Background: an optimization exercise with open tools, aiming at small area. Do not read the settings as production practice.
Where RTL was checked, it was by simulation tests only, not by an equivalence proof against the original.
No driver is modelled on the clock port, so clocking that relies on it looks cheaper here than on a real chip.
No activity file was given, so power comes from the tool's default toggle rates.

==> flow/design.v <==
module g_aoi222(input wire a0, a1, b0, b1, c0, c1, output wire y);
    assign y = ~((a0 & a1) | (b0 & b1) | (c0 & c1));
endmodule
module g_nand2(input wire a, b, output wire y);
    assign y = ~(a & b);
endmodule
module g_nand3(input wire a, b, c, output wire y);
    assign y = ~(a & b & c);
endmodule
module g_andn(input wire a, bn, output wire y);    
    assign y = a & ~bn;
endmodule
module g_nor2(input wire a, b, output wire y);
    assign y = ~(a | b);
endmodule
module g_and2(input wire a, b, output wire y);
    assign y = a & b;
endmodule
module g_inv(input wire a, output wire y);
    assign y = ~a;
endmodule
module sel7(input wire [6:0] s, input wire [6:0] d, output wire o);
    wire x, y, z;
    g_aoi222 u_x(s[0], d[0], s[1], d[1], s[2], d[2], x);
    g_aoi222 u_y(s[3], d[3], s[4], d[4], s[5], d[5], y);
    g_nand2 u_z(s[6], d[6], z);
    g_nand3 u_o(x, y, z, o);
endmodule
module jbit(input wire reset, inc, dec, hold, l, r, q, output wire d);
    assign d = ~reset & ((inc & l) | (dec & r) | (hold & q));
endmodule
module g_full(input wire pop, inc, s6, s7, output wire full);
    assign full = (s7 & ~pop) | (s6 & inc);
endmodule
module g_empty(input wire push, dec, s0, s1, output wire empty);
    assign empty = (s0 & ~push) | (s1 & dec);
endmodule
module count_ctl(input wire [3:0] j, input wire reset, push, pop,
                 output wire [3:0] j_next, output wire [6:0] s, output wire [6:0] we,
                 output wire full, empty);
    wire s7, can_push, can_pop, inc, dec, hold;
    wire [3:0] nj;
    genvar k;
    generate for (k = 0; k < 4; k = k + 1) begin : g_nj
        g_inv u_nj(j[k], nj[k]);
    end endgenerate
    g_nor2 u_s0(j[3], j[0], s[0]);
    g_nor2 u_s1(nj[0], j[1], s[1]);
    g_nor2 u_s2(nj[1], j[2], s[2]);
    g_nor2 u_s3(nj[2], j[3], s[3]);
    g_nor2 u_s4(nj[3], nj[0], s[4]);
    g_nor2 u_s5(j[0], nj[1], s[5]);
    g_nor2 u_s6(j[1], nj[2], s[6]);
    g_nor2 u_s7(j[2], nj[3], s7);
    generate for (k = 0; k < 7; k = k + 1) begin : g_we
        g_and2 u_we(push, s[k], we[k]);
    end endgenerate
    g_andn u_cpu(push, s7, can_push);
    g_andn u_cpo(pop, s[0], can_pop);
    g_andn u_inc(can_push, can_pop, inc);
    g_andn u_dec(can_pop, can_push, dec);
    g_nor2 u_hold(inc, dec, hold);
    jbit u_j0(reset, inc, dec, hold, nj[3], j[1], j[0], j_next[0]);
    jbit u_j1(reset, inc, dec, hold, j[0], j[2], j[1], j_next[1]);
    jbit u_j2(reset, inc, dec, hold, j[1], j[3], j[2], j_next[2]);
    jbit u_j3(reset, inc, dec, hold, j[2], nj[0], j[3], j_next[3]);
    g_full u_full(pop, inc, s[6], s7, full);
    g_empty u_empty(push, dec, s[0], s[1], empty);
endmodule
module stack(input wire clk, reset, push, pop, input wire [15:0] value_in,
             output wire [15:0] value_out, output wire full, empty);
    reg [3:0] j;
    reg [15:0] m0, m1, m2, m3, m4, m5, m6;
    wire [3:0] j_next;
    wire [6:0] s, we;
    count_ctl u_ctl(j, reset, push, pop, j_next, s, we, full, empty);
    always @(posedge clk) j <= j_next;
    always @(posedge clk) begin
        if (we[0]) m0 <= value_in;
        if (we[1]) m1 <= value_in;
        if (we[2]) m2 <= value_in;
        if (we[3]) m3 <= value_in;
        if (we[4]) m4 <= value_in;
        if (we[5]) m5 <= value_in;
        if (we[6]) m6 <= value_in;
    end
    genvar k;
    generate for (k = 0; k < 16; k = k + 1) begin : g_rd
        sel7 u_sel(s, {m6[k], m5[k], m4[k], m3[k], m2[k], m1[k], m0[k]}, value_out[k]);
    end endgenerate
endmodule
Settings: LEC_CHECK=0, CAP_MARGIN=0, CORE_MARGIN=2, CORE_UTILIZATION=55, CTS_BUF_LIST=sky130_fd_sc_hd__clkbuf_4, GPL_TIMING_DRIVEN=0, SLEW_MARGIN=0, SYNTH_HIERARCHICAL=1; clock period 5.0 ns.
standard.sh (not shown) runs the stock make flow with config.mk's settings and CLKGATE_MAP_FILE= SYNTH_SCRIPT=/design/flow/synth_recipe.tcl, a recipe that flattens the netlist after the stock synthesis.
==> flow/flow/run.sh <==
#!/bin/bash
# The standard ORFS flow (the standard.sh) with these changes:
#  - port buffers are the smallest buffer, sky130_fd_sc_hd__buf_1, rather
#    than the one buffer_ports picks by default;
#  - the buffers Yosys/ABC inserted are removed at floorplan;
#  - before the placement's repair_design, every combinational cell is
#    swapped for the smallest cell of its family (flow/downsize.tcl);
#    repair_design and the later timing repair size up what needs it;
#  - the clock tree is built by hand in the CTS step: eight
#    sky130_fd_sc_hd__clkinv_4 inverters, each at the centre of a group of
#    flops, driven by one sky130_fd_sc_hd__clkinv_8 from the clock port, so
#    every flop gets the same two inversions. flow/clocktree_pre.tcl puts a
#    temporary buffer on the clock before clock_tree_synthesis, so that it
#    and repair_clock_inverters leave the clock alone; flow/clocktree.tcl
#    (after the step's own repairs) replaces that buffer with the tree and
#    legalizes the placement.
# The full make output goes to standard.log in the work folder; ORFS's
# per-step logs stay under orfs/logs/.
set -euo pipefail
cd "$(dirname "$FLOW_CONFIG")"
export BUFFER_PORTS_ARGS="-buffer_cell sky130_fd_sc_hd__buf_1"
export REMOVE_ABC_BUFFERS=1
export PRE_RESIZE_TCL="$PWD/flow/downsize.tcl"
export PRE_CTS_TCL="$PWD/flow/clocktree_pre.tcl"
export POST_CTS_TCL="$PWD/flow/clocktree.tcl"
export CLK_LEAVES=8
export CLK_LEAF_CELL=sky130_fd_sc_hd__clkinv_4
export CLK_ROOT_CELL=sky130_fd_sc_hd__clkinv_8
export CTS_ARGS="-clk_nets clk"
bash standard.sh > standard.log 2>&1
Other scripts of this flow, unchanged in this note and not shown: flow/flow/clocktree.tcl, flow/flow/clocktree_pre.tcl, flow/flow/downsize.tcl
Rerun with:
--- a/flow/design.v
+++ b/flow/design.v
@@ -39,18 +39,14 @@
                  output wire [3:0] j_next, output wire [6:0] s, output wire [6:0] we,
                  output wire full, empty);
-    wire s7, can_push, can_pop, inc, dec, hold;
-    wire [3:0] nj;
+    wire s7, can_push, can_pop, inc, dec, hold, nj0, nj3;
+    g_nor2 u_s0(j[3], j[0], s[0]);
+    g_andn u_s1(j[0], j[1], s[1]);
+    g_andn u_s2(j[1], j[2], s[2]);
+    g_andn u_s3(j[2], j[3], s[3]);
+    g_and2 u_s4(j[3], j[0], s[4]);
+    g_andn u_s5(j[1], j[0], s[5]);
+    g_andn u_s6(j[2], j[1], s[6]);
+    g_andn u_s7(j[3], j[2], s7);
     genvar k;
-    generate for (k = 0; k < 4; k = k + 1) begin : g_nj
-        g_inv u_nj(j[k], nj[k]);
-    end endgenerate
-    g_nor2 u_s0(j[3], j[0], s[0]);
-    g_nor2 u_s1(nj[0], j[1], s[1]);
-    g_nor2 u_s2(nj[1], j[2], s[2]);
-    g_nor2 u_s3(nj[2], j[3], s[3]);
-    g_nor2 u_s4(nj[3], nj[0], s[4]);
-    g_nor2 u_s5(j[0], nj[1], s[5]);
-    g_nor2 u_s6(j[1], nj[2], s[6]);
-    g_nor2 u_s7(j[2], nj[3], s7);
     generate for (k = 0; k < 7; k = k + 1) begin : g_we
         g_and2 u_we(push, s[k], we[k]);
@@ -61,8 +57,10 @@
     g_andn u_dec(can_pop, can_push, dec);
     g_nor2 u_hold(inc, dec, hold);
-    jbit u_j0(reset, inc, dec, hold, nj[3], j[1], j[0], j_next[0]);
+    g_inv u_nj0(j[0], nj0);
+    g_inv u_nj3(j[3], nj3);
+    jbit u_j0(reset, inc, dec, hold, nj3, j[1], j[0], j_next[0]);
     jbit u_j1(reset, inc, dec, hold, j[0], j[2], j[1], j_next[1]);
     jbit u_j2(reset, inc, dec, hold, j[1], j[3], j[2], j_next[2]);
-    jbit u_j3(reset, inc, dec, hold, j[2], nj[0], j[3], j_next[3]);
+    jbit u_j3(reset, inc, dec, hold, j[2], nj0, j[3], j_next[3]);
     g_full u_full(pop, inc, s[6], s7, full);
     g_empty u_empty(push, dec, s[0], s[1], empty);
Outcome:
- The new run produced a clean layout
- worst hold slack degrades by 0.029 ns
- final area goes down by about 0.9%
- wire length goes down by 6.3%
- power goes down by 1.1%
- die area goes up by about 1.3%
- synthesized cell count goes down by about 0.9%
- first-iteration DRC count goes down by about 3.8%
- maximum frequency goes down by 3.0%
- via count goes down by 4.0%
- area after synthesis goes up by about 1.3%
- combinational power goes down by about 7%
- utilization goes down by 1.2 points
- sequential power is about the same
- setup slack degrades by 0.096 ns
Function not checked in the first run of this note: the RTL went through the layout flow alone.

[what the ideal ports hide]
The flow's constraints put no driver on any port. The routed layouts listed below were extracted and timed again, unchanged, in two steps.
Step 1, drivers: a clkbuf_16 drives clk and a buf_2 each remaining input, both assumed.
Step 2 also shifts input and output timing later by t, the mid clock arrival at the registers, as if the neighbouring blocks saw the same clock.
Slacks: ideal ports / drivers / drivers and shift; pairs: ideal ports / drivers.
run | t (ns) | setup WS [ns] | hold slack, ns | clock arrival spread, ns | pins driven straight from the clock port
the first run | 0.275 | 1.915 / 1.892 / 1.892 | 0.649 / 0.649 / 0.649 | 0.025 / 0.024 | 1
the second run | 0.273 | 1.819 / 1.768 / 1.873 | 0.620 / 0.620 / 0.620 | 0.024 / 0.024 | 1
After both steps setup and hold are still met in every run listed. For the first run, which loses most, drivers alone change the setup slack by -0.023 ns; drivers and shift together by -0.023 ns.
